Source: an optimization exercise on an open RTL-to-GDS flow (aim: a short achievable clock period). Production flows keep margins and buffers that such runs may drop.
Only simulation tests tie the RTL to the original design; equivalence was not proved.
Power is estimated from default activity; no workload was simulated.

== the reference run ==
Design R_triadic, start of the top module:
module R_triadic(P, OUT, temp, clk, rst, p5);
input clk, rst, p5;
input [3:0] P;
input [7:0] temp;
output [15:0] OUT;
reg [31:0] IR;
reg [31:0] rs1_oh, rs2_oh, rd_oh;
reg [3:0] rs1_hi;    
reg [7:0] rs1_lo;    
reg f_a, f_b, e_a2, e_a3;
reg [31:0] RFile [31:0];
reg [31:0] bigR;
reg [31:0] yc;
reg [31:0] pa, ps;
reg [32:0] Ga, Pa, Gs, Ps;
reg s_add, s_sub;
reg [31:0] shl, shr;
reg sl0, sl1, sr0, sr1;
reg [32:0] Gr, Pr;
reg kc, su, sn, o16, o17;
wire [31:0] Y, Yo;
ALU_fin fin_y(.yc(yc), .pa(pa), .Ga(Ga), .Pa(Pa), .ps(ps), .Gs(Gs), .Ps(Ps),
              .s_add(s_add), .s_sub(s_sub),
              .shl(shl), .shr(shr), .sl0(sl0), .sl1(sl1), .sr0(sr0), .sr1(sr1),
              .Gr(Gr), .Pr(Pr), .kc(kc), .su(su), .sn(sn), .o16(o16), .o17(o17), .Y(Y));
ALU_fin fin_o(.yc(yc), .pa(pa), .Ga(Ga), .Pa(Pa), .ps(ps), .Gs(Gs), .Ps(Ps),
              .s_add(s_add), .s_sub(s_sub),
              .shl(shl), .shr(shr), .sl0(sl0), .sl1(sl1), .sr0(sr0), .sr1(sr1),
              .Gr(Gr), .Pr(Pr), .kc(kc), .su(su), .sn(sn), .o16(o16), .o17(o17), .Y(Yo));
wire [15:0] o_lo, o_hi;
GND2 #(16) u_olo(.a({16{p5}}), .b(Yo[15:0]), .y(o_lo));      
GORNB #(16) u_ohi(.a({16{p5}}), .b(Yo[31:16]), .y(o_hi));    
GND2 #(16) u_out(.a(o_lo), .b(o_hi), .y(OUT));
reg [31:0] IR_n;
always @* begin
    IR_n = IR;
    if (rst)
        IR_n = 32'd0;
    else if (P[0])
        IR_n[7:0] = temp;
    else if (P[1])
        IR_n[15:8] = temp;
    else if (P[2])
        IR_n[23:16] = temp;
    else if (P[3])
        IR_n[31:24] = temp;
end
wire [1023:0] Rc;
genvar j;
generate
    for (j = 0; j < 32; j = j + 1) begin : g_rf
        assign Rc[32*j +: 32] = RFile[j];
        always @(posedge clk) begin
            if (rst)
                RFile[j] <= j;
            else if (rd_oh[j])
                RFile[j] <= Y;
        end
        always @(posedge clk) begin
            if (rst)
                bigR[j] <= 1'b0;
            else if (rd_oh[j])
                bigR[j] <= |Y[31:5];
        end
    end
endgenerate
wire ld2 = ~P[0] & ~P[1] & P[2];
wire ld3 = ~P[0] & ~P[1] & ~P[2] & P[3];
wire ldn = ~ld2 & ~ld3;
wire [31:0] t32 = 32'd1 << temp[4:0];
wire [7:0] t8 = 8'd1 << temp[7:5];
wire [3:0] t4 = 4'd1 << temp[1:0];
wire [31:0] a_cur, b_cur, b_l2, na_l2, na_l3;
  ...
Size in the first run: roughly 11000 cells after synthesis, ~31 I/O pins.
make LEC_CHECK=0 ABC_CLOCK_PERIOD_IN_PS=4000 CAP_MARGIN=40 CELL_PAD_IN_SITES_DETAIL_PLACEMENT=1 CELL_PAD_IN_SITES_GLOBAL_PLACEMENT=1 CORE_MARGIN=2 CORE_UTILIZATION=40 PLACE_DENSITY=0.55 SETUP_SLACK_MARGIN=5 SLEW_MARGIN=40 SYNTH_HIERARCHICAL=1 finish   # period 9.0 ns
run.sh (not shown) runs the stock make flow with config.mk's settings and CLKGATE_MAP_FILE= SYNTH_SCRIPT=/design/flow/synth_recipe.tcl, a recipe that flattens the netlist after the stock synthesis.
For the trial run, these inputs were changed with respect to the reference run:
# the reference run
export LEC_CHECK = 0
export ABC_CLOCK_PERIOD_IN_PS = 4000
export CAP_MARGIN = 40
export CELL_PAD_IN_SITES_DETAIL_PLACEMENT = 1
export CELL_PAD_IN_SITES_GLOBAL_PLACEMENT = 1
export CORE_MARGIN = 2
export CORE_UTILIZATION = 40
export PLACE_DENSITY = 0.55
export SETUP_SLACK_MARGIN = 5
export SLEW_MARGIN = 40
export SYNTH_HIERARCHICAL = 1
create_clock -name core_clock -period 9.0 [get_ports {clk}]
# the trial run
export LEC_CHECK = 0
export ABC_CLOCK_PERIOD_IN_PS = 4000
export CAP_MARGIN = 40
export CELL_PAD_IN_SITES_DETAIL_PLACEMENT = 1
export CELL_PAD_IN_SITES_GLOBAL_PLACEMENT = 1
export CORE_MARGIN = 2
export CORE_UTILIZATION = 30
export PLACE_DENSITY = 0.45
export SETUP_SLACK_MARGIN = 5
export SLEW_MARGIN = 40
export SYNTH_HIERARCHICAL = 1
create_clock -name core_clock -period 9.0 [get_ports {clk}]
Number of gates on the worst path with buffers counted for the trial run: 1 down relative to the reference run
Total chip power is lower on the reference run
Synthesized cell count came out exactly the same in the trial run and the reference run.

## static timing again, ports no longer ideal
No port has a modelled driver above. Below, the same layouts with a new extraction and two added sets of constraints. Step 1 sets driving cells, clkbuf_16 on the clock port and buf_2 on the other inputs (assumed; they add their load-dependent delay and slew). Step 2 adds t to the input delays and takes it off the output delays; t is the mean of the earliest and latest rising clock arrival at the registers after step 1. Input paths then give back, and output paths get back, about the clock's delay inside the block. Slacks: ideal ports / drivers / drivers and shift; pairs: ideal ports / drivers.
| run | t, ns | setup WS [ns] | latest minus earliest clock arrival (ns) | worst data-port slew with drivers (ns) | pins driven straight from the clock port |
|---|---|---|---|---|---|
| the reference run | 1.052 | 4.205 / 4.090 / 3.484 | 0.081 / 0.081 | 0.21 | 1 |
| the trial run | 1.089 | 4.203 / 4.077 / 3.628 | 0.099 / 0.100 | 0.08 | 1 |
After both steps every run listed still meets setup and hold. The setup slack of the reference run, which loses most, moves by -0.115 ns with the drivers and by -0.721 ns with both steps.
